This is an optimization exercise on Yosys and OpenROAD, whose aim is small area, a short achievable clock period and few clock cycles per item, not a production implementation. The RTL was checked by simulation tests, not by an equivalence proof against the original design.

--- flow/config.mk ---
export PLATFORM = sky130hd
export DESIGN_NAME = fft8_f32_stream
export DESIGN_NICKNAME = fft8_f32_stream
export VERILOG_FILES = /design/flow/design.v
export SDC_FILE = /design/flow/constraint.sdc
export NUM_CORES = 4
export LEC_CHECK = 0
export CAP_MARGIN = 20
export CORE_MARGIN = 2
export CORE_UTILIZATION = 30
export PLACE_DENSITY = 0.4
export SLEW_MARGIN = 20
--- flow/constraint.sdc ---
create_clock -name core_clock -period 90.0 [get_ports {clk}]
set_input_delay 18.0000 -clock core_clock [delete_from_list [all_inputs] [get_ports {clk}]]
set_output_delay 18.0000 -clock core_clock [all_outputs]
set_load 0.01 [all_outputs]
--- flow/design.v ---
`timescale 1ns/1ps
module fft8_f32_stream (
    input  wire        clk,
    input  wire        rst_n,
    input  wire        s_valid,
    output wire        s_ready,
    input  wire [31:0] s_real,
    input  wire [31:0] s_imag,
    output reg         m_valid,
    input  wire        m_ready,
    output reg  [31:0] m_real,
    output reg  [31:0] m_imag
);
    function [31:0] fz;
        input [31:0] x;
        begin fz = {x[31] & (x[30:23] != 8'd0), x[30:0]}; end
    endfunction
    function [31:0] fnz;
        input [31:0] x;
        begin fnz = {~x[31] & (x[30:23] != 8'd0), x[30:0]}; end
    endfunction
    function [31:0] ftriv;
        input [31:0] x, y;
        begin
            if (x[30:23] == 8'd0 && y[30:23] == 8'd0) ftriv = {x[31] & y[31], 31'd0};
            else if (x[30:23] == 8'd0)                ftriv = y;
            else                                      ftriv = x;
        end
    endfunction
    function [31:0] fflip;
        input [31:0] x;
        begin fflip = {~x[31], x[30:0]}; end
    endfunction
    function [63:0] tw2;
        input [63:0] b;
        begin tw2 = {fz(b[31:0]), fnz(b[63:32])}; end
    endfunction
    function [63:0] tw0;
        input [63:0] b;
        begin tw0 = {fz(b[63:32]), fz(b[31:0])}; end
    endfunction
    reg        hv, tv;
    reg [63:0] h, t;             
    reg [2:0]  ph;               
    reg        dm;               
    reg        fvc, fv1, fv2;    
    reg        skv;              
    reg [63:0] sk;
    wire in_ok  = (ph == 3'd0) ? (hv | fv1 | fv2) : (dm | hv);
    wire adv    = ~skv & in_ok;
    wire dmy    = (ph == 3'd0) ? ~hv : dm;
    wire pop    = adv & ~dmy;
    assign s_ready = ~tv;
    wire h_en = pop | ~hv;
    wire t_en = hv & ~pop & ~tv;
    always @(posedge clk) begin
        if (h_en) h <= tv ? t : {s_real, s_imag};
        if (t_en) t <= {s_real, s_imag};
    end
    always @(posedge clk or negedge rst_n) begin
        if (!rst_n) begin
            hv <= 1'b0;
            tv <= 1'b0;
        end else begin
            if (h_en) hv <= tv | s_valid;
            if (t_en) tv <= s_valid;
            else if (pop) tv <= 1'b0;
        end
    end
    always @(posedge clk or negedge rst_n) begin
        if (!rst_n) begin
            ph  <= 3'd0;
            dm  <= 1'b0;
            fvc <= 1'b0;
            fv1 <= 1'b0;
            fv2 <= 1'b0;
        end else if (adv) begin
            ph <= ph + 3'd1;
            if (ph == 3'd0) begin
                fvc <= hv;
                dm  <= ~hv;
            end
            if (ph == 3'd7) begin
                fv1 <= fvc;
                fv2 <= fv1;
            end
        end
    end
    reg [63:0] d1, d2, d3, d4;       
    reg [63:0] e1;
    reg [63:0] ss1, ss2, ss3, ss4;   
    reg [63:0] c5;                   
    reg [63:0] mm;                   
    reg        mzr, mzi;             
    reg [63:0] tt1, tt3;             
    reg [63:0] g1, g2;               
    reg [63:0] u1, u3;
    reg [63:0] f1, f2, f3, f4;       
    wire [63:0] xp, xq, yp, yq;      
    wire [63:0] tw;                  
    always @(posedge clk) begin
        if (adv) begin
            d1 <= ph[2] ? xq : h;
            d2 <= d1;
            d3 <= d2;
            d4 <= d3;
            e1 <= d4;
            g1 <= yp;
            g2 <= g1;
            f1 <= yq;
            f2 <= f1;
            f3 <= f2;
            f4 <= f3;
            if (ph[2] || ph == 3'd2) begin
                ss1 <= xp;
                ss2 <= ss1;
                ss3 <= ss2;
                ss4 <= ss3;
            end
            if (ph == 3'd0) c5 <= yp;
            if (ph == 3'd1) begin
                u1 <= yp;
                u3 <= yq;
            end
            if (ph == 3'd2) tt1 <= tw;
            if (ph == 3'd3) tt3 <= tw;
        end
    end
    wire [63:0] cin = (ph == 3'd1) ? c5 : f2;
    wire [31:0] cm_r, cm_i;
    fft8_cmul cmr (.x(cin[63:32]), .y(cm_r));
    fft8_cmul cmi (.x(cin[31:0]),  .y(cm_i));
    always @(posedge clk) begin
        if (adv) begin
            mm  <= {cm_r, cm_i};
            mzr <= (cin[62:55] == 8'd0);
            mzi <= (cin[30:23] == 8'd0);
        end
    end
    wire        w3  = (ph == 3'd3);
    wire [31:0] pr  = mm[63:32];
    wire [31:0] pi  = mm[31:0];
    wire [31:0] nr  = mzr ? 32'd0 : fflip(pr);     
    wire [31:0] ni  = mzi ? 32'd0 : fflip(pi);     
    wire        triv = (pr[30:23] == 8'd0) | (pi[30:23] == 8'd0);
    wire [31:0] tra = w3 ? ftriv(nr, fflip(ni)) : ftriv(pr, fflip(ni));
    wire [31:0] tia = w3 ? ftriv(ni, nr)        : ftriv(pi, nr);
    wire        x_tw = ~ph[2];
    wire [63:0] xa   = d4;
    wire [63:0] xb   = tw0(h);
    wire [31:0] xra  = x_tw ? (w3 ? fflip(pr) : pi) : xa[63:32];
    wire [31:0] xrb  = x_tw ? (w3 ? pi : pr)        : xb[63:32];
    fft8_as xr (.a(xra),       .b(xrb),      .p(xp[63:32]), .q(xq[63:32]));
    fft8_as xi (.a(xa[31:0]),  .b(xb[31:0]), .p(xp[31:0]),  .q(xq[31:0]));
    assign tw = triv ? {tra, tia} : {xp[63:32], xq[63:32]};
    reg [63:0] ya, yb;
    always @(*) begin
        case (ph)
            3'd0:    begin ya = d3;  yb = tw2(d1);  end    
            3'd1:    begin ya = e1;  yb = tw2(d3);  end    
            3'd2:    begin ya = ss4; yb = tw0(ss2); end    
            3'd3:    begin ya = ss4; yb = tw0(ss2); end    
            3'd4:    begin ya = g2;  yb = tw0(g1);  end    
            3'd5:    begin ya = u1;  yb = tt1;      end    
            3'd6:    begin ya = f4;  yb = tw2(f3);  end    
            default: begin ya = u3;  yb = tt3;      end    
        endcase
    end
    fft8_as yr (.a(ya[63:32]), .b(yb[63:32]), .p(yp[63:32]), .q(yq[63:32]));
    fft8_as yi (.a(ya[31:0]),  .b(yb[31:0]),  .p(yp[31:0]),  .q(yq[31:0]));
    wire [63:0] po_d = ph[2] ? yp : f4;
    wire        po_v = ph[2] ? fv1 : fv2;
    wire        o_free = ~m_valid | m_ready;
    always @(posedge clk) begin
        if (o_free & (adv | skv)) {m_real, m_imag} <= adv ? po_d : sk;
        if (adv & ~o_free) sk <= po_d;
    end
    always @(posedge clk or negedge rst_n) begin
        if (!rst_n) begin
            m_valid <= 1'b0;
            skv     <= 1'b0;
        end else if (adv) begin
            if (o_free) m_valid <= po_v;
            else if (po_v) skv <= 1'b1;
        end else if (skv & o_free) begin
            m_valid <= 1'b1;
            skv     <= 1'b0;
        end else if (m_ready) begin
            m_valid <= 1'b0;
        end
    end
endmodule
module fft8_as (
    input  wire [31:0] a,
    input  wire [31:0] b,
    output wire [31:0] p,
    output wire [31:0] q
);
    wire        sa = a[31];
    wire        sb = b[31];
    wire [7:0]  ea = a[30:23];
    wire [7:0]  eb = b[30:23];
    wire [23:0] ma = (ea == 8'd0) ? 24'd0 : {1'b1, a[22:0]};
    wire [23:0] mb = (eb == 8'd0) ? 24'd0 : {1'b1, b[22:0]};
    wire [8:0]  dab  = {1'b0, ea} - {1'b0, eb};
    wire        swap = dab[8];
    wire [7:0]  sh   = swap ? (eb - ea) : dab[7:0];
    wire [7:0]  er   = swap ? eb : ea;
    wire [23:0] mbig = swap ? mb : ma;
    wire [23:0] msm0 = swap ? ma : mb;
    wire        far  = (sh[7:5] != 3'd0) || (sh[4] & sh[3]);
    wire [23:0] msm  = far ? 24'd0 : (msm0 >> sh[4:0]);
    wire [24:0] s    = {1'b0, mbig} + {1'b0, msm};
    wire [31:0] ra   = {sa, er + {7'd0, s[24]}, s[24] ? s[23:1] : s[22:0]};
    wire [24:0] d1   = {1'b0, mbig} - {1'b0, msm};
    wire        neg  = d1[24];
    wire [23:0] d2   = msm - mbig;
    wire [23:0] d    = neg ? d2 : d1[23:0];
    reg  [4:0]  lz;
    integer k;
    always @(*) begin
        lz = 5'd23;
        for (k = 0; k < 24; k = k + 1)
            if (d[k]) lz = 5'd23 - k[4:0];
    end
    wire [7:0]  shn  = (er < {3'd0, lz}) ? er : {3'd0, lz};
    wire [23:0] dn   = d << shn[4:0];
    wire [31:0] rs   = (d == 24'd0) ? 32'd0 : {sa ^ swap ^ neg, er - shn, dn[22:0]};
    wire same = (sa == sb);
    assign p = same ? ra : rs;
    assign q = same ? rs : ra;
endmodule
module fft8_cmul (
    input  wire [31:0] x,
    output wire [31:0] y
);
    wire [7:0]  e  = x[30:23];
    wire [23:0] m  = {1'b1, x[22:0]};
    wire [26:0] t5   = {3'd0, m} + {1'b0, m, 2'b00};
    wire [31:0] t180 = {t5, 5'd0} + {3'd0, t5, 2'd0};
    wire [31:0] y181 = t180 + {8'd0, m};
    wire [34:0] y7   = {y181, 3'd0} - {3'd0, y181};
    wire [47:0] pr   = {y181, 16'd0} + {13'd0, y7};
    wire        p47  = pr[47];
    wire [7:0]  er   = p47 ? e : e - 8'd1;
    wire [22:0] mr   = p47 ? pr[46:24] : pr[45:23];
    assign y = (e == 8'd0) ? 32'd0 : {x[31], er, mr};
endmodule
--- flow/run.sh ---
#!/bin/bash
# synth_recipe.tcl (not shown) runs the flow's synth.tcl, then flattens the netlist and writes it again
# the make line also repeats each setting of config.mk as NAME=value (left out here)
make -C /OpenROAD-flow-scripts/flow DESIGN_CONFIG=/design/flow/config.mk WORK_HOME=/design/flow/orfs CLKGATE_MAP_FILE= SYNTH_SCRIPT=/design/flow/synth_recipe.tcl finish
==> impl_metrics.toml <==
[status]
outcome = "finished with violations"
so_faults = "capacitance limit, slew limit"

[worst_setup_path]
start_kind = "flop"
cp.arrival_ns = 2.23
path_max_fanout = 19
cp_slowest_cell = "dfrtp_4"
rr_worst_depth = 52
r2r-start = "ph[2]"
critical_path_class = "reg2out"
crit_chain = "inv_1 > clkdlybuf4s50_1"
crit_path_end = "s_ready"
worstSetupStartpoint = "tv"
r2r_end = "m_real[14]"
end_kind = "output port"
r2r_slack_ns = 70.86
max_stage_delay_ns = 0.63
required_ns = 72.00

[sta]
fin_crit_sh = 0.225
clock_skew_ns = 0.124
whs_ns = 0.338
hold_viol = 0
worstMarginPinSlew_ns = 1.49
slew_headroom = -0.00365
fmax_ghz = 0.0494
slew_viol_final = 1
worst_slack_ns = 69.77
period_needed_ns = 20.23
finalSetupViolCount = 0
rsz0062_at_grt = "false"
tns_ns = 0

[drt]
drc = 0
drt_iter0_drc = 11100
antenna_left = 0
dr.pass1.iters = 11
wl_per_cell_um = 32.5
vias = 91000
routed_via_density = 5.76
finalWirelength_mm = 513

[synthesis]
synthFlopType = "edfxtp_1"
synth_top_area_cell = "edfxtp_1"
ys_top_cells_by_area = "edfxtp_1, ha_1, mux2i_1"
synthArstFlopShare = 0.00682
synth_top_area_frac = 0.442
synth_edf_count = 1602
synth_cell_types = 137
avgSynthCellArea_sq_um = 10.0
ys_ff_latch = 1613
syn_nets = 11600
syn_area_sq_um = 109000
ys_seq_area_frac = 0.444
netlist_instances = 10900
synth_warnings = 2

[global_route]
overflow = 0
grtUsageTotal = 0.270
antenna_found_initial = 51
grt_pass1_vias = 85100
grt_max_degree = 148
grt_pass1_wl_mm = 702

[placement]
dp_hpwl_mm = 406
placed_area_sq_um = 116000
place_congestion = 0.928
dp.cells = 15400
portBuffers = 133
pre_cts_ws_ns = 69.41

[cells_and_area]
synthToLayoutAreaGrowth_pct = 12.6
regArea_sq_um = 48400
fin_util = 0.339
drive_gt1_frac = 0.0938
final_nets = 11600
fin_area_sq_um = 123000
finalNonFillerCells = 15800
fill_cells = 36500
multi_input_area_sq_um = 56500

[clock_network]
cts_sinks = 1613
cts_resized = 0
cts_buffer_depth = 4
postCtsSetupBuffers = 0
clock_latency_ns = 0.97
ctsHoldBuffers = 0
cts_buffers = 194
cts_tree = "built"
root_buffer = "clkbuf_16"
htree_num_levels = 4
clk_pin_slew_worst_paths_ns = 0.06

[floorplan]
ios = 134
die_area_sq_um = 368000
chipHeight_um = 607
dieWidth_um = 607
core_sq_um = 362000
row_count = 221
initial_core_util = 0.301

[job]
max_cap_viol_count = 1

[hold_path]
holdCritPathClass = "reg2reg"
-- layout by cell type, fill, tap and decap left out, drive strengths merged, types with 88 or more instances in the layout --
| cell type | Yosys | layout |
|---|---|---|
| a211oi | 109 | 109 |
| and3 | 88 | 88 |
| nand2b | 115 | 115 |
| a221oi | 103 | 103 |
| mux2i | 581 | 581 |
| mux2 | 250 | 250 |
| nor2b | 92 | 92 |
| and2 | 110 | 110 |
| inv | 557 | 565 |
| nand2 | 1102 | 1102 |
| clkinv | 8 | 89 |
| a21oi | 778 | 778 |
| a21o | 129 | 129 |
| a31oi | 138 | 138 |
| o211ai | 153 | 153 |
| nor2 | 891 | 891 |
| clkbuf | 423 | 230 |
| xnor2 | 264 | 264 |
| nor3 | 242 | 242 |
| buf | 183 | 246 |
| ha | 604 | 604 |
| edfxtp | 1602 | 1602 |
| o31ai | 94 | 94 |
| nand3 | 256 | 256 |
| xor2 | 98 | 98 |
| a222oi | 165 | 165 |
| o21ai | 569 | 569 |
| clkdlybuf4s50 | 0 | 133 |
-- cells by family (layout without fill, tap and decap cells) --
logic type                 count (synthesis)  in the layout  share of synthesized area
xor gates and xnor gates                 362            362                     0.0294
AOI/OAI and AO/OA                       2973           2973                      0.185
muxes                                    840            840                     0.0819
and+or+nand+nor                         3229           3229                      0.137
buffers and inverters                   1171           1295                     0.0421
other                                      0             21                          0
adders and majority gates                668            668                     0.0811
DFF                                     1613           1613                      0.444
-- worst min path at each step --
stage | start | to | cells after the start | slack [ns]
after floorplan | d2[0] | d3[0] | 0 | 0.40
after global placement | d2[23] | d3[23] | 0 | 0.40
after detailed placement | d2[10] | d3[10] | 0 | 0.40
after CTS | f1[11] | f2[11] | 0 | 0.32
after global routing | f1[11] | f2[11] | 0 | 0.35
final | f1[11] | f2[11] | 0 | 0.34
-- worst max-delay path, delay by kind of cell, from the launching register on --
family / cells / cell delay, ns
buffers and inverters: 2 / 0.63
flip-flops: 1 / 0.63
-- metal layers --
layer,up-vias,global-route usage,share of wire
li1,40700,-,-
met1,46200,0.387,0.46
met2,3588,0.419,0.44
met3,516,0.0314,0.063
met4,10,0.0936,0.039
met5,-,0,0.00011
-- synthesized netlist by cell type, types with 23 or more instances --
cell type / instances
edfxtp_1: 1602
nand2_1: 1099
nor2_1: 879
a21oi_1: 773
ha_1: 604
mux2i_1: 573
inv_1: 540
o21ai_0: 527
clkbuf_1: 422
xnor2_1: 259
nand3_1: 255
mux2_2: 241
nor3_1: 241
a222oi_1: 165
o211ai_1: 150
a31oi_1: 135
a21o_1: 129
nand2b_1: 115
a211oi_1: 106
and2_1: 104
a221oi_1: 102
buf_1: 98
xor2_1: 98
nor2b_1: 92
o31ai_1: 91
and3_1: 87
o21a_1: 87
nor4_1: 82
or3_1: 81
o21bai_1: 72
a22oi_1: 70
buf_2: 64
fa_1: 64
o22ai_1: 63
or2_2: 47
a22o_1: 43
o21ai_1: 38
nand4_1: 35
a21boi_0: 31
a221o_1: 30
o221ai_1: 23
-- final cells by class --
type,count,share of cell area
repair buffers,381,0.0266
diodes,21,0.000428
inverters,565,0.0175
flip-flops and latches,1613,0.395
well taps,4794,0.0489
clock inverters,121,0.0104
clock buffers,228,0.0408
multi-input cells,8072,0.461
Testbench counts, summed over its fixed seeds: cycles 3,184, frames 384.

afterwards: timing with drivers on the ports:
No port has a modelled driver above. Below, the same layout with a new extraction and two added sets of constraints. Step 1, drivers: a clkbuf_16 drives clk and a buf_2 each remaining input, both assumed. Step 2 moves the port delays by t, midway between the first and last clock arrival at a register: inputs arrive t later, outputs are due t later. That takes back most of the time a late clock gives input paths. Slacks: ideal ports / drivers / drivers and shift; pairs: ideal ports / drivers.
shift t [ns]: 1.016
setup WS [ns]: 69.774 / 69.668 / 69.420
worst data-port slew with drivers (ns): 0.05
For this run, drivers alone change the setup slack by -0.106 ns; drivers and shift together by -0.354 ns.
